Background: an optimization exercise with open tools, aiming at small area, a short achievable clock period and few clock cycles. Do not read the settings as production practice. At most, simulation tests tie the RTL to the original design; equivalence was not proved. The RTL of runs 1 to 3, 5 and 6 was laid out without a check of its function. Power is estimated from default activity; no workload was simulated.

## design/flow/config.mk

```make
export PLATFORM = sky130hd
export DESIGN_NAME = rle
export DESIGN_NICKNAME = rle
export VERILOG_FILES = /design/flow/design.v
export SDC_FILE = /design/flow/constraint.sdc
export NUM_CORES = 4
export LEC_CHECK = 0
export CAP_MARGIN = 20
export CORE_MARGIN = 2
export CORE_UTILIZATION = 65
export PLACE_DENSITY = 0.75
export SETUP_SLACK_MARGIN = 1.8
export SLEW_MARGIN = 20
```

## design/flow/constraint.sdc

```tcl
create_clock -name core_clock -period 4.0 [get_ports {clk}]
set_input_delay 0.8000 -clock core_clock [delete_from_list [all_inputs] [get_ports {clk}]]
set_output_delay 0.8000 -clock core_clock [all_outputs]
set_load 0.01 [all_outputs]
```

## design/flow/design.v

```verilog
module rle (
	clk,
	nreset,
	start,
	message_addr,
	message_size,
	rle_addr,
	rle_size,
	done,
	port_A_data_in,
	port_A_data_out,
	port_A_addr,
	port_A_we
	);
input	clk;
input	nreset;
input	start;
input 	[31:0] message_addr;
input	[31:0] message_size;
input	[31:0] rle_addr;
input   [31:0] port_A_data_out;
output  [31:0] port_A_data_in;
output  [15:0] port_A_addr;
output  port_A_we;
output	[31:0] rle_size;
output	done;
reg        busy, done_r, we_r;
reg        wd;            
reg        fin, fin2;     
reg [13:0] R;             
reg [13:0] Wp;            
reg        rdv;           
reg        allin;         
reg        rlast;         
reg [5:0]  wleft;         
reg [31:0] W;
reg [3:1]  rb;            
reg [2:0]  qe;            
reg [1:0]  pos;           
reg [2:0]  sl;            
reg [2:0]  q;             
reg        cons;          
reg        eb;            
reg        Wv, last, first, half;
reg [7:0]  val, cnt, runs;
reg [15:0] lo;
wire [1:0] vb = message_size[1:0];      
wire go_start = start & ~busy;
assign port_A_we      = we_r;
assign port_A_addr    = {(we_r ? Wp : R), 2'b00};
assign port_A_data_in = {val, cnt, lo};
assign rle_size       = {23'b0, runs, 1'b0};
assign done           = done_r;
wire       run  = busy & ~fin & ~fin2;
wire       go   = run & Wv;
wire       nr   = eb | first;
wire       emit = eb & ~first;
wire [7:0] byt  = W[{pos, 3'b000} +: 8];
wire [2:0] nq   = rb[1] ? 3'd1 : rb[2] ? 3'd2 : rb[3] ? 3'd3 : qe;
wire [3:1] rbn  = rb[1] ? {rb[3:2], 1'b0} : rb[2] ? {rb[3], 2'b00} : 3'b000;
wire       consn = ~|rb;
wire [3:0] clo  = {1'b0, cnt[2:0]} + {1'b0, sl};
wire [4:0] chi1 = cnt[7:3] + 5'd1;
wire [7:0] cadd = {clo[3] ? chi1 : cnt[7:3], clo[2:0]};
wire [31:0] d = port_A_data_out;
wire [3:0] bl;
assign bl[0] = d[7:0]   != W[31:24];
assign bl[1] = d[15:8]  != d[7:0];
assign bl[2] = d[23:16] != d[15:8];
assign bl[3] = d[31:24] != d[23:16];
wire [3:1] ml;                                            
assign ml[1] = rlast & (vb == 2'd1);
assign ml[2] = rlast & (vb == 2'd1 || vb == 2'd2);
assign ml[3] = rlast & (vb != 2'd0);
wire [3:1] stl = bl[3:1] & ~ml;
wire [2:0] qel = rlast ? {vb == 2'd0, vb} : 3'd4;
wire [2:0] q0  = stl[1] ? 3'd1 : stl[2] ? 3'd2 : stl[3] ? 3'd3 : qel;
wire [3:1] rb0 = stl[1] ? {stl[3:2], 1'b0} : stl[2] ? {stl[3], 2'b00} : 3'b000;
wire land = busy & rdv;
wire free1 = land ? ~|bl[3:1] : (go & ~cons) ? consn : 1'b1;
wire issue = run & ~we_r & ~allin & free1;
wire first_n = first & ~go;
wire half_n  = half ^ (go & emit);
wire fin_n   = go & cons & last;
wire we_n    = (half_n & ((go & ~cons) | (land & bl[0] & ~first_n) | fin_n)) |
               (fin & ~half);
always @(posedge clk or negedge nreset) begin
	if (!nreset) begin
		busy <= 1'b0;
		done_r <= 1'b0;
		we_r <= 1'b0;
		fin <= 1'b0;
		fin2 <= 1'b0;
		rdv <= 1'b0;
		Wv <= 1'b0;
		first <= 1'b1;
		half <= 1'b0;
	end else if (go_start) begin
		busy <= 1'b1;
		done_r <= 1'b0;
		we_r <= 1'b0;
		fin <= 1'b0;
		fin2 <= 1'b0;
		rdv <= 1'b0;
		Wv <= 1'b0;
		first <= 1'b1;
		half <= 1'b0;
	end else begin
		we_r <= we_n;
		rdv <= issue;
		first <= first_n;
		half <= half_n | (fin & ~half);
		fin <= fin_n;
		fin2 <= fin & ~half;
		if (land) Wv <= 1'b1;
		else if (go & cons) Wv <= 1'b0;
		if ((fin & half) | fin2) begin
			busy <= 1'b0;
			done_r <= 1'b1;
		end
	end
end
always @(posedge clk) begin
	wd <= we_r & ~go_start;
	if (go_start) begin
		R <= message_addr[15:2];
		Wp <= rle_addr[15:2];
		wleft <= message_size[7:2] - {5'd0, (vb == 2'd0)};
		allin <= 1'b0;
		runs <= 8'd0;
	end else begin
		if (issue) R <= R + 14'd1;
		if (wd) Wp <= Wp + 14'd1;
		if (issue) begin
			wleft <= wleft - 6'd1;
			rlast <= (wleft == 6'd0);
			if (wleft == 6'd0) allin <= 1'b1;
		end
		if (go) begin
			rb <= rbn;
			pos <= q[1:0];
			q <= nq;
			sl <= nq - q;
			cons <= consn;
			eb <= 1'b1;
			if (nr) begin
				val <= byt;
				cnt <= {5'd0, sl};
			end else
				cnt <= cadd;
			if (emit) begin
				runs <= runs + 8'd1;
				if (!half) lo <= {val, cnt};
			end
		end
		if (land) begin
			W <= d;
			rb <= rb0;
			qe <= qel;
			sl <= q0;
			q <= q0;
			cons <= ~|stl;
			eb <= bl[0];
			last <= rlast;
			pos <= 2'd0;
		end
		if (fin) begin
			runs <= runs + 8'd1;
			if (!half) begin
				lo <= {val, cnt};
				val <= 8'd0;
				cnt <= 8'd0;
			end
		end
	end
end
endmodule
```

## design/flow/flow/run.sh

```bash
#!/bin/bash
set -euo pipefail
bash standard.sh "BUFFER_PORTS_ARGS=-buffer_cell sky130_fd_sc_hd__buf_1" finish > standard_flow.log 2>&1
```

## design/flow/standard.sh

```bash
#!/bin/bash
# synth_recipe.tcl (not shown) runs the flow's synth.tcl, then flattens the netlist and writes it again
# the make line also repeats each setting of config.mk as NAME=value (left out here)
make -C /OpenROAD-flow-scripts/flow DESIGN_CONFIG=/design/flow/config.mk WORK_HOME=/design/flow/orfs CLKGATE_MAP_FILE= SYNTH_SCRIPT=/design/flow/synth_recipe.tcl "${@:-finish}"
```

==> results of run 1 <==
cells in the final DEF (no fill, tap or decap), types with 4 or more instances in the layout:
master	count
o21ai_1	6
bufinv_16	5
and2_1	5
clkbuf_2	8
inv_1	18
o21ai_0	32
ha_1	14
nor3_1	7
mux2_2	14
clkbuf_16	16
mux2i_1	18
dfrtp_1	7
xor2_1	28
nand2b_1	5
edfxtp_1	115
o211ai_1	5
nor2_1	51
dfxtp_1	10
nand2_1	79
nor2b_1	4
buf_4	4
xnor2_1	49
mux4_2	8
a21oi_1	18
buf_6	4
and3_1	6
buf_1	117
conb_1	26
nand4_1	11
nand3_1	17
nor4_1	4
layout make-up:
| cell class | count | share of cell area [%] |
|---|---|---|
| Timing Repair Buffer | 133 | 6.652 |
| Clock inverter | 11 | 2.372 |
| Multi-Input combinational cell | 449 | 36.20 |
| Inverter | 19 | 0.9009 |
| Sequential cell | 134 | 46.61 |
| Tap cell | 140 | 2.102 |
| Timing Repair inverter | 1 | 0.06006 |
| Clock buffer | 20 | 5.105 |
worst max-delay path by stage:
stage / start / endpoint / slack, ns / depth (start not counted)
6_report: we_r / port_A_addr[9] / 1.61 / 3
4_1_cts: we_r / port_A_addr[9] / 1.61 / 3
2_1_floorplan: port_A_data_out[11] / R[0] / 1.82 / 5
3_3_place_gp: port_A_data_out[12] / wleft[4] / 1.14 / 6
3_5_place_dp: port_A_data_out[12] / wleft[2] / 1.10 / 6
5_1_grt: busy / R[3] / 1.57 / 5
per-stage QoR:
stage / setup slack [ns] / total power, uW
after CTS: 1.608 / 7240
after global routing: 1.572 / 7716
after detailed placement: 1.097 / 5492
final: 1.614 / 7284
after global placement: 1.135 / 5349
after floorplan: 1.817 / 4746
power by group through the flow:
stage / clock network, uW / logic (uW) / registers (uW)
2_1_floorplan: 0 / 1870 / 2880
5_1_grt: 1730 / 2880 / 3100
6_report: 1660 / 2610 / 3010
3_5_place_dp: 0 / 2450 / 3040
4_1_cts: 1670 / 2560 / 3010
3_3_place_gp: 0 / 2350 / 3000
kinds of logic (layout without fill, tap and decap cells):
kind of cell | count (synthesis) | after routing | share of synthesized area [%]
compound gates | 77 | 77 | 6.426
other cells | 1 | 26 | 0.05262
flops | 134 | 134 | 54.44
fa+ha+maj | 16 | 16 | 3.020
buf+inv | 67 | 184 | 5.319
mux | 40 | 40 | 7.268
xor+xnor | 77 | 77 | 9.463
simple gates | 211 | 213 | 14.01
critical path: stages (launching register included):
cell and delay (ns):
dfrtp_4 0.50, buf_6 0.14, mux2_2 0.30, buf_6 0.13
repair_timing:
| item | CTS | global route |
|---|---|---|
| pin swaps | 0 | 1 |
| cloned | 1 | 2 |
| resized for setup | 7 | 15 |
| setup buffers | 3 | 0 |
| setup endpoints to repair | 40 | 34 |
cell usage after synthesis, types with 3 or more instances:
master / number / area (um2)
edfxtp_1: 115 / 3453
nand2_1: 81 / 304.0
nor2_1: 52 / 195.2
xnor2_1: 49 / 429.2
o21ai_0: 32 / 160.2
xor2_1: 28 / 245.2
buf_4: 26 / 195.2
inv_1: 19 / 71.32
a21oi_1: 18 / 90.09
mux2i_1: 18 / 180.2
nand3_1: 17 / 85.08
ha_1: 14 / 175.2
mux2_2: 14 / 157.7
clkbuf_1: 12 / 45.04
nand4_1: 11 / 68.82
dfxtp_1: 10 / 200.2
dfrtp_1: 8 / 200.2
mux4_2: 8 / 180.2
nor3_1: 7 / 35.03
and3_1: 6 / 37.54
buf_2: 6 / 30.03
o21ai_1: 6 / 30.03
and2_1: 5 / 31.28
nand2b_1: 5 / 31.28
nor2b_1: 5 / 31.28
nor4_1: 5 / 31.28
o211ai_1: 5 / 37.54
a311oi_1: 3 / 26.28
buf_6: 3 / 33.78
o21ai_2: 3 / 26.28
metal layers:
metal  track usage (%)  part of all wire, %
met5                 0                    0
met4             9.982                  2.0
met3             5.619                  5.2
met2             42.68                   50
met1             34.87                   43
==> key figures, run 1 <==
Clocking
  – CTS Root Cell: clkbuf_8
  – Latest clock arrival within the worst-skew pair: 0.52 ns
  – CTS tree: built
  – Num CTS Buffers: 17
  – Sink Count: 134
  – H-tree levels: 4
  – CTS clock-pin slew for the worst setup and hold paths: 0.06 ns
  – Clock Path Buffers: 2
  – Cts hold-fix bufs: 0

Final layout
  – Post-route design area: 0.008333 mm2
  – Layout cells sized above 1: 12.13%
  – Area growth syn-to-layout: 16.92%
  – ANT cells: 0
  – Fill cells: 710
  – Multi-input gate area: 0.003017 mm2
  – Nets: 902
  – Fin util: 77.55%
  – FF+latch area: 0.003884 mm2
  – Non-Filler Instances: around 910

Timing
  – Final setup violation count: 0
  – Post-Route Setup TNS: 0 ns
  – RSZ-0062 raised after global routing: true
  – Min Hold Slack: 0.2118 ns
  – Final Max Tran Viols: 0
  – Final Cycle Share: 59.65%
  – Worst-Margin Slew: 0.9766 ns
  – Final min period: 2.386 ns
  – Fmax: 419.1 MHz
  – Fin. Hold Viols: 0
  – Relative slew slack: between 30% and 40%
  – Worst Skew: 0.006455 ns

Floorplan
  – # rows: 38
  – Core Area: 0.01075 mm2
  – Die X: 108.7 um
  – Die Y: 108.7 um
  – Initial core utilization: 66.33%
  – Die area: 0.01182 mm2
  – IO Pins: 213

Power
  – Comb power frac: 35.8%
  – Pwr/cell area: 874.1 mW/mm2
  – Psw: 2703 uW
  – Peak VDD IR: 0.4016 mV
  – Clock Power Share: a little under a quarter
  – Switching share of total power: 37.11%
  – Sequential power share: 41.4%
  – Leakage power: between 0.003 and 0.004 uW
  – Pint: approximately 4600 uW

Yosys
  – YS warnings: 1
  – FFs w/ async S/R, synth: 6.716%
  – Cell variety after synth: 58
  – FF+latch count, synth: 134
  – Post-synthesis cell count: approximately 620
  – Mapped Area: 0.007127 mm2
  – Top FF cell, synth: edfxtp_1
  – Number of synthesized flops with an enable pin: roughly 120
  – Syn_area_per_cell: between 10 and 15 um2
  – Sequential area share after synthesis: 54.44%

Global routing
  – GRT Total Usage: 26.24%
  – First-pass GRT wire length: between 20000 and 25000 um
  – Initial antenna violation count: 0
  – Grt total ovfl: 0
  – Vias in the first global route: roughly 4.7k
  – Largest net degree at the start of global routing: 67

Critical path
  – R2r startpoint: fin2
  – Startpoint Class: flip-flop
  – CP Data Arrival Time: about 1.6 ns
  – R2r endpoint: R[3]
  – FF-to-FF path depth: 5
  – CP endpoint kind: output port
  – R2r setup slk: around 1.7 ns
  – Critical path peak fanout: 4
  – WS Path Type: reg -> out
  – Worst EP required: between 3 and 4 ns

Route
  – Initial DRT Pass Iterations: 5
  – DR vias: ~5.1k
  – DRC Markers: 0
  – Drt wl/cell: 16.74 um
  – Final ANT Viol Nets: 0
  – Iter 0 DRT Violations: between 300 and 400
  – Routed vias/inst: around 5.6
  – Post-Route WL: around 15000 um

Hold path
  – Worst Hold Class: in -> async

Place
  – Post-DP HPWL: 10380 um
  – Routability cong.: approximately 0.87
  – Inst Count DP: slightly below 900
  – Number of buffers inserted by port buffering: 126
  – Placed cell area: about 0.0076 mm2

Outcome
  – Status: timing/DRC/antenna clean

Run
  – Max-cap check violation count: 0
==> inputs of run 2 (changes only) <==
--- a/design/flow/design.v
+++ b/design/flow/design.v
@@ -26,5 +26,5 @@
 output	done;
 reg        busy, done_r, we_r;
-reg        wd;            
+reg        rd_r;          
 reg        fin, fin2;     
 reg [13:0] R;             
@@ -48,5 +48,7 @@
 wire go_start = start & ~busy;
 assign port_A_we      = we_r;
-assign port_A_addr    = {(we_r ? Wp : R), 2'b00};
+wire [13:0] pa = ({14{we_r}} & Wp) | ({14{rd_r}} & R);
+wire [13:0] pa1 = pa + 14'd1;           
+assign port_A_addr    = {pa, 2'b00};
 assign port_A_data_in = {val, cnt, lo};
 assign rle_size       = {23'b0, runs, 1'b0};
@@ -90,4 +92,5 @@
 		done_r <= 1'b0;
 		we_r <= 1'b0;
+		rd_r <= 1'b1;
 		fin <= 1'b0;
 		fin2 <= 1'b0;
@@ -100,4 +103,5 @@
 		done_r <= 1'b0;
 		we_r <= 1'b0;
+		rd_r <= 1'b1;
 		fin <= 1'b0;
 		fin2 <= 1'b0;
@@ -108,4 +112,5 @@
 	end else begin
 		we_r <= we_n;
+		rd_r <= ~we_n;
 		rdv <= issue;
 		first <= first_n;
@@ -122,5 +127,4 @@
 end
 always @(posedge clk) begin
-	wd <= we_r & ~go_start;
 	if (go_start) begin
 		R <= message_addr[15:2];
@@ -130,6 +134,6 @@
 		runs <= 8'd0;
 	end else begin
-		if (issue) R <= R + 14'd1;
-		if (wd) Wp <= Wp + 14'd1;
+		if (issue) R <= pa1;
+		if (we_r) Wp <= pa1;
 		if (issue) begin
 			wleft <= wleft - 6'd1;
--- a/design/flow/config.mk
+++ b/design/flow/config.mk
@@ -8,6 +8,6 @@
 export CAP_MARGIN = 20
 export CORE_MARGIN = 2
-export CORE_UTILIZATION = 65
-export PLACE_DENSITY = 0.75
+export CORE_UTILIZATION = 40
+export PLACE_DENSITY = 0.6
 export SETUP_SLACK_MARGIN = 1.8
 export SLEW_MARGIN = 20
==> run 2 against run 1 <==
- synthesized cell count decreased by 1.6%
- routed wire length increased by 11%
- worst hold slack improved by 0.11 ns
- setup slack improved by 0.020 ns
- largest cell class unchanged
- critical endpoint is now port_A_addr[10]
==> key figures, run 2 <==
Yosys
  – YS warnings: 1 (unchanged)
  – FF+latch count, synth: 134 (unchanged)
  – FFs w/ async S/R, synth: 7.463% (was 6.716%)
  – Post-synthesis cell count: 613 (was 623)
  – Number of synthesized flops with an enable pin: 115 (unchanged)
  – Mapped Area: 0.007076 mm2 (was 0.007127 mm2)
  – Top FF cell, synth: edfxtp_1 (unchanged)
  – Commonest cells post-synth: edfxtp_1, nand2_1, nor2_1 (unchanged)
  – Top-count cell post-synth: edfxtp_1 (unchanged)
  – Sequential area share after synthesis: 54.92% (was 54.44%)
  – Most area-consuming cells after synthesis: edfxtp_1, xnor2_1, nand2_1 (unchanged)
  – Yosys top cell by area: edfxtp_1 (unchanged)
  – Cell variety after synth: 66 (was 58)
  – Syn_area_per_cell: 11.54 um2 (was 11.44 um2)
  – Yosys top cell area share: 48.81% (was 48.46%)

Global routing
  – GRT Total Usage: 17.87% (was 26.24%)
  – Initial antenna violation count: 0 (unchanged)
  – Largest net degree at the start of global routing: 53 (was 67)
  – First-pass GRT wire length: 25730 um (was 23450 um)
  – Vias in the first global route: 5119 (was 4736)
  – Grt total ovfl: 0 (unchanged)

Final layout
  – Most common cell after layout, fill and taps aside: edfxtp_1 (was buf_1)
  – Most frequent cells in the layout: edfxtp_1, buf_1, nand2_1, nor2_1, xnor2_1 (was buf_1, edfxtp_1, nand2_1, nor2_1, xnor2_1)
  – Non-Filler Instances: 1017 (was 907)
  – ANT cells: 0 (unchanged)
  – Layout cells sized above 1: 20.33% (was 12.13%)
  – Area growth syn-to-layout: 28.19% (was 16.92%)
  – Nets: 925 (was 902)

Floorplan
  – Die X: 137 um (was 108.7 um)
  – Core Area: 0.01730 mm2 (was 0.01075 mm2)
  – Die Y: 137 um (was 108.7 um)
  – IO Pins: 213 (unchanged)
  – Initial core utilization: 40.91% (was 66.33%)
  – # rows: 48 (was 38)
  – Die area: 0.01877 mm2 (was 0.01182 mm2)

Hold path
  – Worst Hold Class: in -> async (unchanged)

Outcome
  – Status: timing/DRC/antenna clean (unchanged)

Route
  – DRC Markers: 0 (unchanged)
  – Routed vias/inst: 5.190 (was 5.571)
  – DR vias: 5278 (was 5053)
  – Final ANT Viol Nets: 0 (unchanged)
  – Drt wl/cell: 16.58 um (was 16.74 um)
  – Initial DRT Pass Iterations: 5 (unchanged)
  – Iter 0 DRT Violations: 338 (was 350)
  – Post-Route WL: 16860 um (was 15190 um)

Timing
  – Worst-Margin Slew: 1.056 ns (was 0.9766 ns)
  – Worst setup margin: 1.633 ns (was 1.614 ns)
  – Worst Skew: 0.008205 ns (was 0.006455 ns)
  – Final Max Tran Viols: 0 (unchanged)
  – Final setup violation count: 0 (unchanged)
  – Final min period: 2.367 ns (was 2.386 ns)
  – Fmax: 422.6 MHz (was 419.1 MHz)
  – Relative slew slack: 29.61% (was 34.90%)
  – Min Hold Slack: 0.3189 ns (was 0.2118 ns)
  – Final Cycle Share: 59.16% (was 59.65%)
  – RSZ-0062 raised after global routing: true (unchanged)
  – Post-Route Setup TNS: 0 ns (unchanged)
  – Fin. Hold Viols: 0 (unchanged)

Power
  – Sequential power share: 36.5% (was 41.4%)
  – Peak VDD IR: 0.3575 mV (was 0.4016 mV)
  – Comb power frac: 45.3% (was 35.8%)
  – Psw: 3222 uW (was 2703 uW)
  – Power Total: 8225 uW (was 7284 uW)
  – Leakage power: 0.003444 uW (was 0.003028 uW)
  – Pint: 5003 uW (was 4581 uW)
  – Clock Power Share: 18.2% (was 22.8%)
  – Pwr/cell area: 906.8 mW/mm2 (was 874.1 mW/mm2)
  – Switching share of total power: 39.17% (was 37.11%)

Clocking
  – Clock Path Buffers: 2 (unchanged)
  – CTS clock-pin slew for the worst setup and hold paths: 0.06 ns (about the same)
  – CTS Root Cell: clkbuf_16 (was clkbuf_8)
  – Latest clock arrival within the worst-skew pair: 0.43 ns (was 0.52 ns)
  – Num CTS Buffers: 17 (unchanged)
  – CTS tree: built (unchanged)
  – H-tree levels: 4 (unchanged)
  – Sink Count: 134 (unchanged)

Critical path
  – Critical path peak fanout: 8 (was 4)
  – Startpoint Class: flip-flop (unchanged)
  – Worst EP required: 3.20 ns (about the same)
  – CP endpoint kind: output port (unchanged)
  – CP Data Arrival Time: 1.57 ns (was 1.59 ns)
  – R2r startpoint: rd_r (was fin2)
  – WS Path Type: reg -> out (unchanged)
  – Setup crit start: rd_r (was we_r)

Place
  – Dpl ws: 0.9999 ns (was 1.097 ns)
  – Post-DP HPWL: 11400 um (was 10380 um)
  – Inst Count DP: 945 (was 870)
  – Routability cong.: 0.8494 (was 0.8701)
  – Number of buffers inserted by port buffering: 126 (unchanged)

Run
  – Max-cap check violation count: 0 (unchanged)
## run 2: cell types whose count changed after synthesis, sizes merged, moves of 4 or more
cell / before / now
xnor2: 49 / 37
nand2: 81 / 75
a22o: 0 / 14
xor2: 28 / 20
mux2: 14 / 2
nand3: 17 / 22
a22oi: 0 / 7
o21ai: 41 / 21
nand4: 12 / 8
o311ai: 0 / 4
a21o: 1 / 9
## run 2: layer usage
layer  vias up  part of all wire [%]  track usage [%]
li1       2522                     -                -
met1      2576                    43            23.46
met2       151                    50            28.99
met3        29                   4.6            3.444
met4         0                   2.0            7.388
met5         -                     0                0
## run 2: metrics by stage
stage	util [%]	instance area, um2
2_1_floorplan	-	7243
3_3_place_gp	44.72	7735
3_5_place_dp	44.72	7735
4_1_cts	50.59	8750
5_1_grt	52.44	9070
6_report	52.44	9070
## run 2: layout make-up
| class | count | area [um2] |
|---|---|---|
| Multi-Input combinational cell | 436 | 3269 |
| Clock buffer | 17 | 425.4 |
| Fill cell | 1497 | 8227 |
| Timing Repair Buffer | 170 | 988.4 |
| Sequential cell | 134 | 3894 |
| Clock inverter | 15 | 135.1 |
| Inverter | 20 | 76.32 |
| Tap cell | 225 | 281.5 |
## run 2: critical path, stage by stage (launching register included)
cell,delay [ns]
dfstp_4,0.66
buf_12,0.14
a22o_1,0.19
buf_2,0.15
## run 2: path summary, 6_finish.rpt
check / cells after the start / end / slack [ns]
setup reg to reg: 7 / Wp[13] / 1.68
max in group asynchronous: 1 / we_r / 3.29
setup / recovery: 3 / port_A_addr[10] / 1.63
min in group core_clock: 2 / allin / 0.48
hold / removal: 1 / Wv / 0.32
hold reg to reg: 2 / allin / 0.48
## run 2: cell families (layout without fill, tap and decap cells)
kind of cell / Yosys count / count (layout) / share of synthesized area, %
and+or+nand+nor: 212 / 212 / 14.34
xor gates and xnor gates: 57 / 57 / 7.056
DFF: 134 / 134 / 54.92
buffers and inverters: 69 / 222 / 5.393
muxes: 29 / 29 / 5.553
AOI/OAI and AO/OA: 96 / 97 / 9.814
adders and majority gates: 15 / 15 / 2.865
other: 1 / 26 / 0.05300
## run 2: repair_timing
item	4_1_cts	5_1_grt
pin swaps	16	21
buffers inserted	25	14
cloned	1	0
setup endpoints to repair	46	64
hold buffers	0	0
gates resized for setup	50	42
## run 2: power groups by stage
stage	Clock, uW	Sequential, uW	Combinational [uW]
after floorplan	0	2870	2140
after global placement	0	3000	2740
after detailed placement	0	3040	2830
after CTS	1520	2990	3400
after global routing	1580	3090	4090
final	1490	3000	3730
==> inputs of run 3 (changes only) <==
--- a/design/flow/design.v
+++ b/design/flow/design.v
@@ -26,5 +26,4 @@
 output	done;
 reg        busy, done_r, we_r;
-reg        rd_r;          
 reg        fin, fin2;     
 reg [13:0] R;             
@@ -48,5 +47,5 @@
 wire go_start = start & ~busy;
 assign port_A_we      = we_r;
-wire [13:0] pa = ({14{we_r}} & Wp) | ({14{rd_r}} & R);
+wire [13:0] pa = we_r ? Wp : R;
 wire [13:0] pa1 = pa + 14'd1;           
 assign port_A_addr    = {pa, 2'b00};
@@ -92,5 +91,4 @@
 		done_r <= 1'b0;
 		we_r <= 1'b0;
-		rd_r <= 1'b1;
 		fin <= 1'b0;
 		fin2 <= 1'b0;
@@ -103,5 +101,4 @@
 		done_r <= 1'b0;
 		we_r <= 1'b0;
-		rd_r <= 1'b1;
 		fin <= 1'b0;
 		fin2 <= 1'b0;
@@ -112,5 +109,4 @@
 	end else begin
 		we_r <= we_n;
-		rd_r <= ~we_n;
 		rdv <= issue;
 		first <= first_n;
==> run 3 against run 2 <==
- power down 7.2%
- critical endpoint is now port_A_addr[2]
- routed wire length down 7.5%
- setup slack worse by 0.0010 ns
- highest routed layer unchanged
- utilization down 2.0 points
- sequential power down 2%
- maximum frequency about the same
- count of clock-buffer cells in the layout up 1
- synthesized area down 1.4%
- non-clock buffer count down 16
==> key figures, run 3 <==
Critical path
  – Critical path peak fanout: 7 (was 8)
  – Worst Path Buf+Inv: 2 (unchanged)
  – Cells along the critical path: buf_12 > mux2_4 > buf_6 (was buf_12 > a22o_1 > buf_2)
  – CP endpoint kind: output port (unchanged)
  – CP max stage delay: 0.53 ns (was 0.66 ns)
  – CP max stage cell: dfrtp_4 (was dfstp_4)
  – Crit path max-delay family: flip-flops (unchanged)
  – Worst EP required: 3.20 ns (about the same)
  – CP Data Arrival Time: 1.57 ns (about the same)
  – WS Path Type: reg -> out (unchanged)
  – Startpoint Class: flip-flop (unchanged)

Global routing
  – Grt total ovfl: 0 (unchanged)
  – First-pass GRT wire length: 23560 um (was 25730 um)
  – Vias in the first global route: 4723 (was 5119)
  – GRT Total Usage: 16.66% (was 17.87%)
  – Initial antenna violation count: 0 (unchanged)
  – Largest net degree at the start of global routing: 47 (was 53)

Timing
  – Final min period: 2.368 ns (was 2.367 ns)
  – RSZ-0062 raised after global routing: true (unchanged)
  – Fmax: 422.4 MHz (was 422.6 MHz)
  – Worst Skew: 0.01322 ns (was 0.008205 ns)
  – Min Hold Slack: 0.3095 ns (was 0.3189 ns)
  – Post-Route Setup TNS: 0 ns (unchanged)
  – Final setup violation count: 0 (unchanged)
  – Relative slew slack: 30.40% (was 29.61%)
  – Fin. Hold Viols: 0 (unchanged)
  – Final Cycle Share: 59.19% (was 59.16%)
  – Worst-Margin Slew: 1.044 ns (was 1.056 ns)
  – Final Max Tran Viols: 0 (unchanged)

Final layout
  – Fill cells: 1552 (was 1497)
  – FF+latch area: 0.003865 mm2 (was 0.003894 mm2)
  – Nets: 889 (was 925)
  – Multi-input gate area: 0.003093 mm2 (was 0.003269 mm2)
  – ANT cells: 0 (unchanged)
  – Most frequent cells in the layout: edfxtp_1, buf_1, nand2_1, nor2_1, xnor2_1 (unchanged)
  – Fin util: 50.47% (was 52.44%)
  – Most common cell after layout, fill and taps aside: edfxtp_1 (unchanged)
  – Non-Filler Instances: 981 (was 1017)
  – Layout cells sized above 1: 18.65% (was 20.33%)
  – Area growth syn-to-layout: 24.26% (was 28.19%)

Yosys
  – Sequential area share after synthesis: 55.33% (was 54.92%)
  – Top FF cell, synth: edfxtp_1 (unchanged)
  – Top-count cell post-synth: edfxtp_1 (unchanged)
  – Mapped Area: 0.006977 mm2 (was 0.007076 mm2)
  – YS warnings: 1 (unchanged)
  – Post-synthesis cell count: 590 (was 613)
  – Post-Synth Simple-Gate Area: 12.80% (was 14.34%)
  – Synth Area in Compound Gates: 6.564% (was 9.814%)
  – FFs w/ async S/R, synth: 6.767% (was 7.463%)
  – Cell variety after synth: 55 (was 66)
  – Most area-consuming cells after synthesis: edfxtp_1, xnor2_1, nand2_1 (unchanged)
  – Number of synthesized flops with an enable pin: 115 (unchanged)
  – Yosys top cell area share: 49.50% (was 48.81%)
  – Syn_area_per_cell: 11.82 um2 (was 11.54 um2)
  – Yosys top cell by area: edfxtp_1 (unchanged)
  – Commonest cells post-synth: edfxtp_1, nand2_1, nor2_1 (unchanged)
  – Post-synthesis mux area share: 9.164% (was 5.553%)
  – Post-synthesis xor/xnor area fraction: 7.658% (was 7.056%)
  – FF+latch count, synth: 133 (was 134)
  – Adder-cell share of the synthesized area: 2.905% (was 2.865%)
  – Main combinational cell family by area after synthesis: simple AND/OR/NAND/NOR gates (unchanged)

Place
  – Inst Count DP: 923 (was 945)
  – Routability cong.: 0.8403 (was 0.8494)
  – Number of buffers inserted by port buffering: 126 (unchanged)
  – Post-DP HPWL: 10650 um (was 11400 um)

Clocking
  – Num CTS Buffers: 17 (unchanged)
  – CTS clock-pin slew for the worst setup and hold paths: 0.06 ns (about the same)
  – CTS Root Cell: clkbuf_16 (unchanged)
  – Clock Path Buffers: 2 (unchanged)
  – Sink Count: 133 (was 134)
  – H-tree levels: 4 (unchanged)
  – CTS tree: built (unchanged)
  – Latest clock arrival within the worst-skew pair: 0.42 ns (was 0.43 ns)
  – Cts hold-fix bufs: 0 (unchanged)

Floorplan
  – Die X: 136.1 um (was 137 um)
  – IO Pins: 213 (unchanged)
  – Core Area: 0.01718 mm2 (was 0.01730 mm2)
  – Die area: 0.01851 mm2 (was 0.01877 mm2)
  – Die Y: 136.1 um (was 137 um)
  – # rows: 48 (unchanged)
  – Initial core utilization: 40.62% (was 40.91%)

Power
  – Peak VDD IR: 0.3459 mV (was 0.3575 mV)
  – Pwr/cell area: 880.6 mW/mm2 (was 906.8 mW/mm2)
  – Leakage power: 0.003290 uW (was 0.003444 uW)
  – Power Total: 7635 uW (was 8225 uW)

Run
  – Max-cap check violation count: 0 (unchanged)

Route
  – Routed vias/inst: 4.988 (was 5.190)
  – Drt wl/cell: 15.90 um (was 16.58 um)
  – Iter 0 DRT Violations: 296 (was 338)
  – Initial DRT Pass Iterations: 4 (was 5)
  – Post-Route WL: 15590 um (was 16860 um)
  – Final ANT Viol Nets: 0 (unchanged)
  – DRC Markers: 0 (unchanged)
  – DR vias: 4893 (was 5278)

Hold path
  – Worst Hold Class: in -> async (unchanged)

Outcome
  – Status: timing/DRC/antenna clean (unchanged)
run 3: changes by cell type after synthesis, moves of 4 or more:
cell | previous run | this run
a22o_1 | 13 | 0
nand3_1 | 19 | 15
nand2_1 | 73 | 64
xnor2_1 | 37 | 44
mux2_2 | 2 | 20
a22oi_1 | 7 | 0
nand3b_1 | 0 | 4
run 3: cell families (layout without fill, tap and decap cells):
group	Yosys count	in the layout
AND/OR/NAND/NOR	191	193
flip-flops	133	133
AO/OA/AOI/OAI	69	69
buffers and inverters	69	208
XOR/XNOR	61	61
multiplexers	51	51
adder cells (fa/ha/maj)	15	15
other	1	26
run 3: final timing paths:
path,from,to,slack (ns),cells past startpoint
min in group core_clock,last,fin,0.50,1
worst min register to register,last,fin,0.50,1
worst max register to register,we_r,Wp[11],1.67,7
max in group asynchronous,nreset,we_r,3.32,1
worst max-delay path,we_r,port_A_addr[2],1.63,3
worst min-delay path,nreset,fin,0.31,1
run 3: report_power, final:
group / leakage [uW] / internal (uW) / total (uW) / switching (uW)
clock: 0.000259 / 796 / 1410 / 616
combinational: 0.00173 / 1480 / 3290 / 1810
sequential: 0.00130 / 2450 / 2930 / 480
total: 0.00329 / 4730 / 7630 / 2910
run 3: layer usage:
layer  track usage [%]  vias to the layer above  wire length [um]
met1             21.61                     2356              6952
met2             27.50                      148              7671
met5                 0                        -                 0
met4             6.597                        0               244
li1                  -                     2369                 -
met3             3.281                       20               726
run 3: final cells by class:
cell class | count | area share (%)
Tap cell | 225 | 3.247
Clock buffer | 18 | 4.950
Multi-Input combinational cell | 415 | 35.68
Inverter | 22 | 0.9525
Sequential cell | 133 | 44.58
Clock inverter | 14 | 1.198
Timing Repair Buffer | 154 | 9.395
run 3: through the flow:
step                      setup WS, ns  area [um2]
after floorplan                  1.814        7112
after global placement           1.152        7600
after detailed placement         1.073        7600
after CTS                        1.627        8411
after global routing             1.587        8670
final                            1.632        8670
run 3: repair_timing:
| action | in CTS | in global routing |
|---|---|---|
| cloned | 0 | 2 |
| endpoints found under the setup margin | 62 | 61 |
| pin swaps | 5 | 7 |
| setup buffers | 15 | 9 |
| gates resized for setup | 36 | 40 |
==> inputs of run 4 (changes only) <==
--- a/design/flow/design.v
+++ b/design/flow/design.v
@@ -47,7 +47,5 @@
 wire go_start = start & ~busy;
 assign port_A_we      = we_r;
-wire [13:0] pa = we_r ? Wp : R;
-wire [13:0] pa1 = pa + 14'd1;           
-assign port_A_addr    = {pa, 2'b00};
+assign port_A_addr    = {(we_r ? Wp : R), 2'b00};
 assign port_A_data_in = {val, cnt, lo};
 assign rle_size       = {23'b0, runs, 1'b0};
@@ -130,6 +128,6 @@
 		runs <= 8'd0;
 	end else begin
-		if (issue) R <= pa1;
-		if (we_r) Wp <= pa1;
+		if (issue) R <= R + 14'd1;
+		if (we_r) Wp <= Wp + 14'd1;
 		if (issue) begin
 			wleft <= wleft - 6'd1;
--- a/design/flow/config.mk
+++ b/design/flow/config.mk
@@ -10,4 +10,4 @@
 export CORE_UTILIZATION = 40
 export PLACE_DENSITY = 0.6
-export SETUP_SLACK_MARGIN = 1.8
+export SETUP_SLACK_MARGIN = 1.5
 export SLEW_MARGIN = 20
==> run 4 against run 3 <==
- still clean
- power down 8.8%
- count of clock-buffer cells in the layout down 1
- register-to-register slack better by 0.09 ns
- combinational power down 25%
- clock power up 4%
- routed wire length down 1.2%
- via count about the same
- flip-flop and latch count unchanged
- sequential power up 3%
- largest power group is now registers
==> key figures, run 4 <==
Final layout
  – Fin util: 47.74% (was 50.47%)
  – Area growth syn-to-layout: 16.30% (was 24.26%)
  – ANT cells: 0 (unchanged)
  – Post-route design area: 0.008258 mm2 (was 0.008670 mm2)
  – Most frequent cells in the layout: buf_1, edfxtp_1, nand2_1, nor2_1, xnor2_1 (was edfxtp_1, buf_1, nand2_1, nor2_1, xnor2_1)
  – Nets: 895 (was 889)
  – Layout cells sized above 1: 9.987% (was 18.65%)
  – Most common cell after layout, fill and taps aside: buf_1 (was edfxtp_1)

Floorplan
  – Die X: 137.2 um (was 136.1 um)
  – Die area: 0.01883 mm2 (was 0.01851 mm2)
  – IO Pins: 213 (unchanged)
  – # rows: 48 (unchanged)
  – Core Area: 0.01730 mm2 (was 0.01718 mm2)
  – Initial core utilization: 41.05% (was 40.62%)
  – Die Y: 137.2 um (was 136.1 um)

Route
  – Initial DRT Pass Iterations: 4 (unchanged)
  – DR vias: 4891 (was 4893)
  – Routed vias/inst: 4.960 (was 4.988)
  – Iter 0 DRT Violations: 233 (was 296)
  – Final ANT Viol Nets: 0 (unchanged)
  – Post-Route WL: 15410 um (was 15590 um)
  – DRC Markers: 0 (unchanged)
  – Drt wl/cell: 15.62 um (was 15.90 um)

Power
  – Clock Power Share: 21.1% (was 18.5%)
  – Pint: 4306 uW (was 4725 uW)
  – Comb power frac: 35.7% (was 43.1%)
  – Peak VDD IR: 0.3851 mV (was 0.3459 mV)
  – Psw: 2654 uW (was 2910 uW)
  – Pwr/cell area: 842.8 mW/mm2 (was 880.6 mW/mm2)
  – Leakage power: 0.002926 uW (was 0.003290 uW)
  – Switching share of total power: 38.13% (was 38.11%)
  – Sequential power share: 43.3% (was 38.4%)

Critical path
  – R2r setup slk: 1.76 ns (was 1.67 ns)
  – R2r endpoint: R[0] (was Wp[11])
  – Worst EP required: 4.09 ns (was 3.20 ns)
  – R2r startpoint: busy (was we_r)
  – FF-to-FF path depth: 6 (was 7)
  – CP endpoint kind: flip-flop (was output port)
  – Critical path peak fanout: 20 (was 7)
  – WS Path Type: in -> reg (was reg -> out)
  – Startpoint Class: input port (was flip-flop)
  – CP Data Arrival Time: 2.44 ns (was 1.57 ns)

Timing
  – Post-Route Setup TNS: 0 ns (unchanged)
  – Final setup violation count: 0 (unchanged)
  – Final min period: 2.350 ns (was 2.368 ns)
  – Final Cycle Share: 58.75% (was 59.19%)
  – Relative slew slack: 33.37% (was 30.40%)
  – Worst-Margin Slew: 0.9995 ns (was 1.044 ns)
  – RSZ-0062 raised after global routing: false (was true)
  – Final Max Tran Viols: 0 (unchanged)
  – Fin. Hold Viols: 0 (unchanged)
  – Worst Skew: 0.005909 ns (was 0.01322 ns)
  – Fmax: 425.5 MHz (was 422.4 MHz)

Global routing
  – Largest net degree at the start of global routing: 67 (was 47)
  – Grt total ovfl: 0 (unchanged)
  – Initial antenna violation count: 0 (unchanged)
  – First-pass GRT wire length: 24780 um (was 23560 um)
  – GRT Total Usage: 17.01% (was 16.66%)
  – Vias in the first global route: 4956 (was 4723)

Yosys
  – Most area-consuming cells after synthesis: edfxtp_1, xnor2_1, nand2_1 (unchanged)
  – Yosys top cell area share: 48.63% (was 49.50%)
  – Mapped Area: 0.007101 mm2 (was 0.006977 mm2)
  – YS warnings: 1 (unchanged)
  – FF+latch count, synth: 133 (unchanged)
  – Sequential area share after synthesis: 54.36% (was 55.33%)
  – Commonest cells post-synth: edfxtp_1, nand2_1, nor2_1 (unchanged)
  – Yosys top cell by area: edfxtp_1 (unchanged)
  – Post-synthesis cell count: 621 (was 590)
  – Top-count cell post-synth: edfxtp_1 (unchanged)
  – Cell variety after synth: 58 (was 55)
  – Top FF cell, synth: edfxtp_1 (unchanged)
  – FFs w/ async S/R, synth: 6.767% (unchanged)
  – Number of synthesized flops with an enable pin: 115 (unchanged)
  – Syn_area_per_cell: 11.43 um2 (was 11.82 um2)

Clocking
  – Clock Path Buffers: 2 (unchanged)
  – Sink Count: 133 (unchanged)
  – Num CTS Buffers: 17 (unchanged)
  – H-tree levels: 4 (unchanged)
  – CTS tree: built (unchanged)
  – CTS clock-pin slew for the worst setup and hold paths: 0.06 ns (about the same)
  – Latest clock arrival within the worst-skew pair: 0.42 ns (about the same)
  – Setup Fix Bufs, Post-CTS: 0 (was 15)
  – CTS Root Cell: clkbuf_16 (unchanged)

Hold path
  – Worst Hold Class: in -> async (unchanged)

Place
  – Placed cell area: 0.007686 mm2 (was 0.007600 mm2)
  – Number of buffers inserted by port buffering: 126 (unchanged)
  – Routability cong.: 0.8270 (was 0.8403)
  – Post-DP HPWL: 11380 um (was 10650 um)

Outcome
  – Status: timing/DRC/antenna clean (unchanged)

Run
  – Max-cap check violation count: 0 (unchanged)
[run 4: changes by cell type after synthesis, sizes merged, moves of 5 or more]
cell	before	now
xor2	17	28
mux2i	23	18
nand2	64	81
o21ai	21	41
mux2	20	14
xnor2	44	49
a21o	11	1
[run 4: critical path, stage by stage]
cell and delay (ns):
buf_1 0.19, xnor2_1 0.15, nand4_1 0.18, nor4_1 0.47
a41oi_1 0.24, nand2_1 0.11, buf_4 0.30
[run 4: repair_timing]
item                       4_1_cts  5_1_grt
setup endpoints to repair       14       20
hold buffers                     0        0
resized for setup                1        2
[run 4: power groups by stage]
stage,Combinational (uW),Clock (uW),Sequential [uW]
floorplan,1860,0,2880
global placement,2410,0,3000
detailed placement,2490,0,3040
CTS,2500,1500,3020
global route,2800,1550,3110
finish,2480,1470,3010
[run 4: how the worst max path moves through the flow]
stage	start	endpoint	cells past startpoint
floorplan	start	flip-flop	4
global placement	port_A_data_out[13]	wleft[0]	7
detailed placement	port_A_data_out[19]	R[11]	7
CTS	busy	R[0]	6
global route	port_A_data_out[11]	R[0]	7
finish	port_A_data_out[12]	R[0]	7
[run 4: final cells by class]
cell class,instances,area (um2)
multi-input combinational,446,2970
timing repair buffer,131,516.7
tap,225,281.5
fill,1650,9039
clock buffer,17,425.4
inverter,19,71.32
sequential,133,3861
clock inverter,15,131.4
[run 4: logic make-up (layout without fill, tap and decap cells)]
kind of cell,Yosys count,count (layout),share of synthesized area (%)
and+or+nand+nor,210,210,13.97
buffers and inverters,67,182,5.339
DFF,133,133,54.36
muxes,40,40,7.295
other,1,26,0.05281
adders and majority gates,16,16,3.031
xor gates and xnor gates,77,77,9.498
AOI/OAI and AO/OA,77,77,6.450
[run 4: per-stage QoR]
stage                     hold WS [ns]  setup slack [ns]  std cells  total power, uW
after CTS                       0.3332             1.552        986             7020
after floorplan                 0.4266             1.604        646             4739
after detailed placement        0.4819             1.192        954             5531
after global placement          0.4566             1.201        954             5406
final                           0.3196             1.650        986             6960
after global routing            0.3529             1.513        986             7462
[run 4: routing by layer]
| layer | GRT usage, % | routed length (um) |
|---|---|---|
| met5 | 0 | 0 |
| met4 | 5.785 | 244 |
| met3 | 4.341 | 670 |
| met2 | 27.42 | 7538 |
| met1 | 22.39 | 6952 |
Testbench counts of run 4, summed over its fixed seeds: cycles 18,174.
==> inputs of run 5 (changes only) <==
--- a/design/flow/design.v
+++ b/design/flow/design.v
@@ -25,5 +25,7 @@
 output	[31:0] rle_size;
 output	done;
-reg        busy, done_r, we_r;
+reg        busy, done_r;
+reg        we_r;          
+reg        wd;            
 reg        fin, fin2;     
 reg [13:0] R;             
@@ -46,9 +48,21 @@
 wire [1:0] vb = message_size[1:0];      
 wire go_start = start & ~busy;
-assign port_A_we      = we_r;
+assign port_A_we      = we_r & busy;
 assign port_A_addr    = {(we_r ? Wp : R), 2'b00};
 assign port_A_data_in = {val, cnt, lo};
 assign rle_size       = {23'b0, runs, 1'b0};
 assign done           = done_r;
+function [2:0] seg;
+	input [2:0] n;
+	input [2:0] p;
+	begin
+		case ({n, p})
+			{3'd2, 3'd1}, {3'd3, 3'd2}, {3'd4, 3'd3}: seg = 3'd1;
+			{3'd3, 3'd1}, {3'd4, 3'd2}:               seg = 3'd2;
+			{3'd4, 3'd1}:                             seg = 3'd3;
+			default:                                  seg = 3'd4;
+		endcase
+	end
+endfunction
 wire       run  = busy & ~fin & ~fin2;
 wire       go   = run & Wv;
@@ -88,5 +102,4 @@
 		busy <= 1'b0;
 		done_r <= 1'b0;
-		we_r <= 1'b0;
 		fin <= 1'b0;
 		fin2 <= 1'b0;
@@ -98,5 +111,4 @@
 		busy <= 1'b1;
 		done_r <= 1'b0;
-		we_r <= 1'b0;
 		fin <= 1'b0;
 		fin2 <= 1'b0;
@@ -106,5 +118,4 @@
 		half <= 1'b0;
 	end else begin
-		we_r <= we_n;
 		rdv <= issue;
 		first <= first_n;
@@ -121,4 +132,6 @@
 end
 always @(posedge clk) begin
+	we_r <= we_n & ~go_start;
+	wd <= we_r & ~go_start;
 	if (go_start) begin
 		R <= message_addr[15:2];
@@ -129,5 +142,5 @@
 	end else begin
 		if (issue) R <= R + 14'd1;
-		if (we_r) Wp <= Wp + 14'd1;
+		if (wd) Wp <= Wp + 14'd1;
 		if (issue) begin
 			wleft <= wleft - 6'd1;
@@ -139,5 +152,5 @@
 			pos <= q[1:0];
 			q <= nq;
-			sl <= nq - q;
+			sl <= seg(nq, q);
 			cons <= consn;
 			eb <= 1'b1;
--- a/design/flow/config.mk
+++ b/design/flow/config.mk
@@ -10,4 +10,4 @@
 export CORE_UTILIZATION = 40
 export PLACE_DENSITY = 0.6
-export SETUP_SLACK_MARGIN = 1.5
+export SETUP_SLACK_MARGIN = 1.8
 export SLEW_MARGIN = 20
==> run 5 against run 4 <==
- first-iteration DRC count grew 41%
- routed wire length grew 3.3%
- utilization grew 1.9 points
- worst hold slack lost 0.015 ns
- count of clock-buffer cells in the layout is the same
- clock skew grew 0.0067 ns
- largest cell class unchanged
==> key figures, run 5 <==
Critical path
  – R2r startpoint: busy (unchanged)
  – Worst EP required: 4.13 ns (was 4.09 ns)
  – Startpoint Class: input port (unchanged)
  – FF-to-FF path depth: 7 (was 6)
  – CP Data Arrival Time: 2.35 ns (was 2.44 ns)
  – R2r endpoint: R[3] (was R[0])
  – Critical path peak fanout: 5 (was 20)
  – WS Path Type: in -> reg (unchanged)
  – CP endpoint kind: flip-flop (unchanged)
  – Setup crit start: port_A_data_out[8] (was port_A_data_out[12])
  – R2r setup slk: 1.93 ns (was 1.76 ns)

Power
  – Pint: 4571 uW (was 4306 uW)
  – Switching share of total power: 37.67% (was 38.13%)
  – Peak VDD IR: 0.4494 mV (was 0.3851 mV)
  – Comb power frac: 38.3% (was 35.7%)
  – Leakage power: 0.003178 uW (was 0.002926 uW)
  – Psw: 2763 uW (was 2654 uW)
  – Clock Power Share: 21.4% (was 21.1%)
  – Sequential power share: 40.4% (was 43.3%)
  – Pwr/cell area: 851.0 mW/mm2 (was 842.8 mW/mm2)

Timing
  – Final min period: 2.216 ns (was 2.350 ns)
  – Final setup violation count: 0 (unchanged)
  – Worst Skew: 0.01263 ns (was 0.005909 ns)
  – RSZ-0062 raised after global routing: true (was false)
  – Relative slew slack: 42.88% (was 33.37%)
  – Fin. Hold Viols: 0 (unchanged)
  – Final Max Tran Viols: 0 (unchanged)
  – Fmax: 451.2 MHz (was 425.5 MHz)
  – Post-Route Setup TNS: 0 ns (unchanged)
  – Final Cycle Share: 55.41% (was 58.75%)
  – Worst setup margin: 1.784 ns (was 1.650 ns)
  – Worst-Margin Slew: 0.8550 ns (was 0.9995 ns)

Yosys
  – Most area-consuming cells after synthesis: edfxtp_1, xor2_1, nand2_1 (was edfxtp_1, xnor2_1, nand2_1)
  – Top-count cell post-synth: edfxtp_1 (unchanged)
  – Top FF cell, synth: edfxtp_1 (unchanged)
  – Syn_area_per_cell: 11.32 um2 (was 11.43 um2)
  – Sequential area share after synthesis: 54.26% (was 54.36%)
  – Cell variety after synth: 56 (was 58)
  – Yosys top cell area share: 48.35% (was 48.63%)
  – FFs w/ async S/R, synth: 5.970% (was 6.767%)
  – FF+latch count, synth: 134 (was 133)
  – Mapped Area: 0.007142 mm2 (was 0.007101 mm2)
  – Yosys top cell by area: edfxtp_1 (unchanged)
  – Commonest cells post-synth: edfxtp_1, nand2_1, nor2_1 (unchanged)
  – YS warnings: 1 (unchanged)
  – Number of synthesized flops with an enable pin: 115 (unchanged)
  – Post-synthesis cell count: 631 (was 621)

Floorplan
  – Die Y: 137.6 um (was 137.2 um)
  – Core Area: 0.01736 mm2 (was 0.01730 mm2)
  – # rows: 48 (unchanged)
  – Die area: 0.01894 mm2 (was 0.01883 mm2)
  – Initial core utilization: 41.15% (was 41.05%)
  – IO Pins: 213 (unchanged)
  – Die X: 137.6 um (was 137.2 um)

Route
  – DRC Markers: 0 (unchanged)
  – Routed vias/inst: 5.019 (was 4.960)
  – DR vias: 5059 (was 4891)
  – Final ANT Viol Nets: 0 (unchanged)
  – Initial DRT Pass Iterations: 5 (was 4)
  – Iter 0 DRT Violations: 329 (was 233)
  – Post-Route WL: 15920 um (was 15410 um)
  – Drt wl/cell: 15.79 um (was 15.62 um)

Clocking
  – Clock Path Buffers: 2 (unchanged)
  – Cts hold-fix bufs: 0 (unchanged)
  – Num CTS Buffers: 17 (unchanged)
  – CTS tree: built (unchanged)
  – Sink Count: 134 (was 133)
  – H-tree levels: 4 (unchanged)
  – Latest clock arrival within the worst-skew pair: 0.42 ns (about the same)
  – CTS clock-pin slew for the worst setup and hold paths: 0.06 ns (about the same)
  – CTS Root Cell: clkbuf_16 (unchanged)

Final layout
  – Area growth syn-to-layout: 20.67% (was 16.30%)
  – Most common cell after layout, fill and taps aside: edfxtp_1 (was buf_1)
  – Fill cells: 1584 (was 1650)
  – Most frequent cells in the layout: edfxtp_1, buf_1, nand2_1, nor2_1, xor2_1 (was buf_1, edfxtp_1, nand2_1, nor2_1, xnor2_1)
  – Layout cells sized above 1: 15.20% (was 9.987%)
  – Nets: 915 (was 895)
  – ANT cells: 0 (unchanged)

Global routing
  – GRT Total Usage: 16.89% (was 17.01%)
  – Initial antenna violation count: 0 (unchanged)
  – First-pass GRT wire length: 24430 um (was 24780 um)
  – Grt total ovfl: 0 (unchanged)
  – Grt peak-use layer: met2 (unchanged)
  – GR Util met3: 3.679% (was 4.341%)
  – Vias in the first global route: 4798 (was 4956)
  – Largest net degree at the start of global routing: 49 (was 67)
  – Met2 usage: 27.31% (was 27.42%)
  – GR Util met1: 22.74% (was 22.39%)

Place
  – Routability cong.: 0.8373 (was 0.8270)
  – Dpl ws: 1.253 ns (was 1.192 ns)
  – Post-DP HPWL: 11460 um (was 11380 um)
  – Number of buffers inserted by port buffering: 126 (unchanged)

Run
  – Max-cap check violation count: 0 (unchanged)

Hold path
  – Worst Hold Class: in -> async (unchanged)

Outcome
  – Status: timing/DRC/antenna clean (unchanged)
[run 5: repair_timing]
action | in CTS | in global routing
endpoints found under the hold margin | 0 | 0
endpoints found under the setup margin | 35 | 75
resized for setup | 6 | 46
buffers inserted | 2 | 5
cloned | 0 | 3
pin swaps | 0 | 6
[run 5: layout make-up]
class                      count  area (um2)  area share, %
sequential                   134        3880          45.02
multi-input combinational    457        3074          35.67
timing repair buffer         143       725.7          8.420
clock buffer                  17       425.4          4.936
tap                          225       281.5          3.267
clock inverter                15       167.7          1.945
inverter                      17       63.81         0.7404
[run 5: worst max path at each step]
stage                           endpoint  cells after the start
after floorplan                     R[0]                      5
after global placement             R[13]                      7
after detailed placement           R[13]                      7
after CTS                 port_A_addr[5]                      2
after global routing                R[3]                      8
final                              R[11]                      8
[run 5: critical path, stage by stage]
cell and delay, ns:
buf_4 0.14, xnor2_2 0.14, nand4_1 0.18, nor4_1 0.33, nand3_1 0.22, a22oi_2 0.23, buf_6 0.16, clkbuf_16 0.15
[run 5: logic make-up after synthesis]
logic type | after synthesis | synth area share [%]
AOI/OAI and AO/OA | 80 | 6.465
xor gates and xnor gates | 76 | 9.320
adders and majority gates | 14 | 2.558
buffers and inverters | 65 | 5.045
DFF | 134 | 54.26
muxes | 40 | 7.253
other | 1 | 0.05251
and+or+nand+nor | 221 | 15.05
[run 5: power by group through the flow]
stage	Clock, uW	Combinational [uW]	Sequential [uW]
6_report	1570	2810	2960
5_1_grt	1660	3130	3060
4_1_cts	1600	2600	2980
3_5_place_dp	0	2550	3000
3_3_place_gp	0	2460	2970
2_1_floorplan	0	1850	2880
[run 5: metal layers]
| layer | vias to the layer above | share of wire [%] |
|---|---|---|
| met5 | - | 0 |
| met4 | 0 | 1.5 |
| met3 | 19 | 4.1 |
| met2 | 125 | 49 |
| met1 | 2437 | 45 |
| li1 | 2478 | - |
[run 5: through the flow]
stage | total power (uW) | cell area [um2] | cells | hold slack [ns] | util, %
global route | 7838 | 8618 | 1008 | 0.3469 | 49.65
detailed placement | 5545 | 7784 | 966 | 0.4896 | 44.85
finish | 7334 | 8618 | 1008 | 0.3046 | 49.65
global placement | 5433 | 7784 | 966 | 0.4686 | 44.85
floorplan | 4723 | 7267 | 656 | 0.4378 | -
CTS | 7178 | 8411 | 1000 | 0.3032 | 48.46
==> inputs of run 6 (changes only) <==
--- a/design/flow/design.v
+++ b/design/flow/design.v
@@ -53,4 +53,54 @@
 assign rle_size       = {23'b0, runs, 1'b0};
 assign done           = done_r;
+function [13:0] inc14;
+	input [13:0] x;
+	integer i;
+	reg c;
+	begin
+		c = 1'b1;
+		for (i = 0; i < 14; i = i + 1) begin
+			inc14[i] = x[i] ^ c;
+			c = c & x[i];
+		end
+	end
+endfunction
+function [7:0] inc8;
+	input [7:0] x;
+	integer i;
+	reg c;
+	begin
+		c = 1'b1;
+		for (i = 0; i < 8; i = i + 1) begin
+			inc8[i] = x[i] ^ c;
+			c = c & x[i];
+		end
+	end
+endfunction
+function [5:0] dec6;
+	input [5:0] x;
+	integer i;
+	reg b;
+	begin
+		b = 1'b1;
+		for (i = 0; i < 6; i = i + 1) begin
+			dec6[i] = x[i] ^ b;
+			b = b & ~x[i];
+		end
+	end
+endfunction
+function [3:0] add3;
+	input [2:0] a;
+	input [2:0] b;
+	integer i;
+	reg c;
+	begin
+		c = 1'b0;
+		for (i = 0; i < 3; i = i + 1) begin
+			add3[i] = a[i] ^ b[i] ^ c;
+			c = (a[i] & b[i]) | (c & (a[i] ^ b[i]));
+		end
+		add3[3] = c;
+	end
+endfunction
 function [2:0] seg;
 	input [2:0] n;
@@ -73,6 +123,7 @@
 wire [3:1] rbn  = rb[1] ? {rb[3:2], 1'b0} : rb[2] ? {rb[3], 2'b00} : 3'b000;
 wire       consn = ~|rb;
-wire [3:0] clo  = {1'b0, cnt[2:0]} + {1'b0, sl};
-wire [4:0] chi1 = cnt[7:3] + 5'd1;
+wire [3:0] clo  = add3(cnt[2:0], sl);
+wire [7:0] chi8 = inc8({3'b000, cnt[7:3]});
+wire [4:0] chi1 = chi8[4:0];
 wire [7:0] cadd = {clo[3] ? chi1 : cnt[7:3], clo[2:0]};
 wire [31:0] d = port_A_data_out;
@@ -141,8 +192,8 @@
 		runs <= 8'd0;
 	end else begin
-		if (issue) R <= R + 14'd1;
-		if (wd) Wp <= Wp + 14'd1;
+		if (issue) R <= inc14(R);
+		if (wd) Wp <= inc14(Wp);
 		if (issue) begin
-			wleft <= wleft - 6'd1;
+			wleft <= dec6(wleft);
 			rlast <= (wleft == 6'd0);
 			if (wleft == 6'd0) allin <= 1'b1;
@@ -161,5 +212,5 @@
 				cnt <= cadd;
 			if (emit) begin
-				runs <= runs + 8'd1;
+				runs <= inc8(runs);
 				if (!half) lo <= {val, cnt};
 			end
@@ -177,5 +228,5 @@
 		end
 		if (fin) begin
-			runs <= runs + 8'd1;
+			runs <= inc8(runs);
 			if (!half) begin
 				lo <= {val, cnt};
--- a/design/flow/config.mk
+++ b/design/flow/config.mk
@@ -10,4 +10,4 @@
 export CORE_UTILIZATION = 40
 export PLACE_DENSITY = 0.6
-export SETUP_SLACK_MARGIN = 1.8
+export SETUP_SLACK_MARGIN = 2.0
 export SLEW_MARGIN = 20
==> run 6 against run 5 <==
- still clean on timing, DRC and antenna
- via count is 1.9% lower
- utilization grew 4.9 points
- first-iteration DRC count decreased by 0.30%
- sequential share of layout area decreased by 3.9 points
- design area rose by 9.5%
- critical path depth is 6 higher
- maximum frequency decreased by 22%
- clock power is 13% higher
- register-to-register slack worse by 0.76 ns
- flip-flop and latch count is the same
- routed wire length grew 2.6%
- largest power group is now combinational logic
==> key figures, run 6 <==
Power
  – Psw: 2887 uW (was 2763 uW)
  – Leakage power: 0.003718 uW (was 0.003178 uW)
  – Comb power frac: 40.7% (was 38.3%)
  – Sequential power share: 37.2% (was 40.4%)
  – Power Total: 8071 uW (was 7334 uW)
  – Pwr/cell area: 855.0 mW/mm2 (was 851.0 mW/mm2)
  – Peak VDD IR: 0.3971 mV (was 0.4494 mV)
  – Clock Power Share: 22.1% (was 21.4%)
  – Switching share of total power: 35.78% (was 37.67%)
  – Pint: 5183 uW (was 4571 uW)

Timing
  – Worst setup margin: 1.169 ns (was 1.784 ns)
  – RSZ-0062 raised after global routing: true (unchanged)
  – Final Max Tran Viols: 0 (unchanged)
  – Worst Skew: 0.007239 ns (was 0.01263 ns)
  – Final min period: 2.831 ns (was 2.216 ns)
  – Final setup violation count: 0 (unchanged)
  – Fin. Hold Viols: 0 (unchanged)
  – Post-Route Setup TNS: 0 ns (unchanged)
  – Fmax: 353.3 MHz (was 451.2 MHz)
  – Final Cycle Share: 70.77% (was 55.41%)
  – Worst-Margin Slew: 0.5972 ns (was 0.8550 ns)
  – Relative slew slack: 60.19% (was 42.88%)

Clocking
  – CTS tree: built (unchanged)
  – Latest clock arrival within the worst-skew pair: 0.42 ns (about the same)
  – Sink Count: 134 (unchanged)
  – CTS Root Cell: clkbuf_16 (unchanged)
  – Clock Path Buffers: 2 (unchanged)
  – CTS clock-pin slew for the worst setup and hold paths: 0.06 ns (about the same)
  – H-tree levels: 4 (unchanged)
  – Num CTS Buffers: 17 (unchanged)

Critical path
  – Critical path peak fanout: 2 (was 5)
  – CP Data Arrival Time: 2.98 ns (was 2.35 ns)
  – CP endpoint kind: flip-flop (unchanged)
  – Most frequent CP cell: ha_4
  – Cells along the critical path: ha_2 > ha_4 > ha_4 > ha_4 > ha_4 > ha_4 > ha_4 > ha_4 > ha_4 > ha_4 > ha_4 > ha_4 > xnor2_2 > o21ai_1 (was buf_4 > xnor2_2 > nand4_1 > nor4_1 > nand3_1 > a22oi_2 > buf_6 > clkbuf_16)
  – Worst EP required: 4.15 ns (was 4.13 ns)
  – Startpoint Class: flip-flop (was input port)
  – WS Path Type: reg -> reg (was in -> reg)
  – CP max stage cell: edfxtp_1 (was nor4_1)
  – CP max stage delay: 0.39 ns (was 0.33 ns)

Yosys
  – Top-count cell post-synth: edfxtp_1 (unchanged)
  – FF+latch count, synth: 134 (unchanged)
  – Main combinational cell family by area after synthesis: simple AND/OR/NAND/NOR gates (unchanged)
  – Most area-consuming cells after synthesis: edfxtp_1, ha_1, nand2_1 (was edfxtp_1, xor2_1, nand2_1)
  – Mapped Area: 0.007082 mm2 (was 0.007142 mm2)
  – Cell variety after synth: 51 (was 56)
  – Post-Synth Simple-Gate Area: 12.99% (was 15.05%)
  – Synth Area in Compound Gates: 5.636% (was 6.465%)
  – Post-synthesis mux area share: 8.021% (was 7.253%)
  – Number of synthesized flops with an enable pin: 115 (unchanged)
  – FFs w/ async S/R, synth: 5.970% (unchanged)
  – Commonest cells post-synth: edfxtp_1, nand2_1, nor2_1 (unchanged)
  – Yosys top cell area share: 48.76% (was 48.35%)
  – Sequential area share after synthesis: 54.72% (was 54.26%)
  – Yosys top cell by area: edfxtp_1 (unchanged)
  – Top FF cell, synth: edfxtp_1 (unchanged)
  – YS warnings: 1 (unchanged)
  – Post-synthesis xor/xnor area fraction: 5.318% (was 9.320%)
  – Post-synthesis cell count: 605 (was 631)
  – Syn_area_per_cell: 11.71 um2 (was 11.32 um2)
  – Adder-cell share of the synthesized area: 7.986% (was 2.558%)

Route
  – Initial DRT Pass Iterations: 5 (unchanged)
  – Final ANT Viol Nets: 0 (unchanged)
  – Drt wl/cell: 16.42 um (was 15.79 um)
  – DR vias: 4961 (was 5059)
  – Iter 0 DRT Violations: 328 (was 329)
  – Post-Route WL: 16340 um (was 15920 um)
  – DRC Markers: 0 (unchanged)
  – Routed vias/inst: 4.986 (was 5.019)

Global routing
  – GRT Total Usage: 17.57% (was 16.89%)
  – Grt total ovfl: 0 (unchanged)
  – First-pass GRT wire length: 24970 um (was 24430 um)
  – Largest net degree at the start of global routing: 44 (was 49)
  – Initial antenna violation count: 0 (unchanged)
  – Vias in the first global route: 4952 (was 4798)

Hold path
  – Worst Hold Class: in -> async (unchanged)

Place
  – Inst Count DP: 935 (was 966)
  – Number of buffers inserted by port buffering: 126 (unchanged)
  – Dpl ws: 0.9745 ns (was 1.253 ns)
  – Routability cong.: 0.8365 (was 0.8373)
  – Post-DP HPWL: 11320 um (was 11460 um)

Final layout
  – Most common cell after layout, fill and taps aside: edfxtp_1 (unchanged)
  – Most frequent cells in the layout: edfxtp_1, nand2_1, buf_1, nor2_1, conb_1 (was edfxtp_1, buf_1, nand2_1, nor2_1, xor2_1)
  – Area growth syn-to-layout: 33.29% (was 20.67%)
  – Nets: 932 (was 915)
  – Non-Filler Instances: 995 (was 1008)
  – ANT cells: 0 (unchanged)
  – Layout cells sized above 1: 26.36% (was 15.20%)

Floorplan
  – Die X: 137.1 um (was 137.6 um)
  – Die area: 0.01879 mm2 (was 0.01894 mm2)
  – # rows: 48 (unchanged)
  – Die Y: 137.1 um (was 137.6 um)
  – IO Pins: 213 (unchanged)
  – Core Area: 0.01730 mm2 (was 0.01736 mm2)
  – Initial core utilization: 40.94% (was 41.15%)

Outcome
  – Status: timing/DRC/antenna clean (unchanged)

Run
  – Max-cap check violation count: 0 (unchanged)
[run 6: changes by cell type after synthesis, sizes merged, moves of 4 or more]
cell / change
clkbuf: +5
nor3: -7
ha: +29
nand2: +30
mux2i: +5
xor2: -12
xnor2: -21
nand4: -6
and3: -6
nor2: -7
nand3: -9
o21ai: -26
buf: -4
[run 6: worst max-delay path, delay by kind of cell, from the launching register on]
family,cells,cell delay [ns]
fa+ha+maj,12,1.94
flops,1,0.39
xor+xnor,1,0.14
compound gates,1,0.08
[run 6: timing repair]
item,4_1_cts,5_1_grt
hold buffers,0,0
gates cloned,4,0
gates resized for setup,89,56
buffers inserted,16,8
endpoints found under the setup margin,112,87
pin swaps,14,21
[run 6: cell type report]
cell class,count,area [um2]
clock inverter,15,252.7
timing repair buffer,154,942.2
sequential,134,3882
fill,1489,7858
tap,225,281.5
multi-input combinational,432,3581
clock buffer,17,425.4
inverter,18,73.82
[run 6: kinds of logic (layout without fill, tap and decap cells)]
logic type	after synthesis	count (layout)
compound gates	60	60
xor+xnor	43	43
fa+ha+maj	44	44
buf+inv	67	204
flops	134	134
mux	45	45
other cells	1	26
simple gates	211	214
[run 6: layer usage]
layer | share of wire [%] | global-route usage, %
met4 | 1.7 | 5.785
met5 | 0 | 0
met2 | 51 | 29.55
met1 | 42 | 21.90
met3 | 4.6 | 4.778
[run 6: final timing paths]
path	slack, ns	endpoint	depth (start not counted)	start
max in group asynchronous	3.35	fin	1	nreset
min in group core_clock	0.52	done_r	1	done_r
max reg2reg	1.17	Wp[13]	14	Wp[0]
min	0.30	fin2	1	nreset
min reg2reg	0.52	done_r	1	done_r
max	1.17	Wp[13]	14	Wp[0]
[run 6: power by group through the flow]
stage	Combinational [uW]	Sequential (uW)	Clock, uW
floorplan	1940	2880	0
detailed placement	2590	3030	0
CTS	3130	3000	1820
finish	3280	3000	1780
global placement	2490	2990	0
global route	3630	3090	1880
[run 6: stage by stage]
| stage | hold WS (ns) | cell area, um2 | util [%] |
|---|---|---|---|
| final | 0.3045 | 9439 | 54.57 |
| after global routing | 0.3282 | 9439 | 54.57 |
| after CTS | 0.3015 | 9198 | 53.18 |
| after detailed placement | 0.4909 | 7986 | 46.17 |
| after global placement | 0.4786 | 7986 | 46.17 |
| after floorplan | 0.4495 | 7520 | - |

## afterwards: timing with drivers on the ports
No port has a modelled driver above. Below, the same layouts with a new extraction and two added sets of constraints.
Step 1 sets driving cells, clkbuf_16 on the clock port and buf_2 on the other inputs (assumed; they add their load-dependent delay and slew).
Step 2 adds t to the input delays and takes it off the output delays; t is the mean of the earliest and latest rising clock arrival at the registers after step 1. Input paths then give back, and output paths get back, about the clock's delay inside the block.
Three values: ideal ports, drivers, drivers and shift; two values: the first two.
run | shift t [ns] | setup WS [ns] | latest minus earliest clock arrival (ns) | slew at the worst register clock pin (ns) | worst slew at a driven data input, ns
run 1 | 0.553 | 1.614 / 1.576 / 1.195 | 0.007 / 0.006 | 0.06 / 0.06 | 0.05
run 2 | 0.464 | 1.633 / 1.593 / 1.403 | 0.009 / 0.009 | 0.07 / 0.07 | 0.06
run 3 | 0.455 | 1.632 / 1.596 / 1.453 | 0.013 / 0.013 | 0.06 / 0.06 | 0.06
run 4 | 0.456 | 1.650 / 1.627 / 1.212 | 0.008 / 0.008 | 0.06 / 0.06 | 0.06
run 5 | 0.458 | 1.784 / 1.785 / 1.348 | 0.013 / 0.013 | 0.07 / 0.07 | 0.05
run 6 | 0.455 | 1.169 / 1.169 / 1.169 | 0.012 / 0.012 | 0.06 / 0.06 | 0.06
After both steps every run listed still meets setup and hold. The setup slack of run 4, which loses most, moves by -0.023 ns with the drivers and by -0.438 ns with both steps.
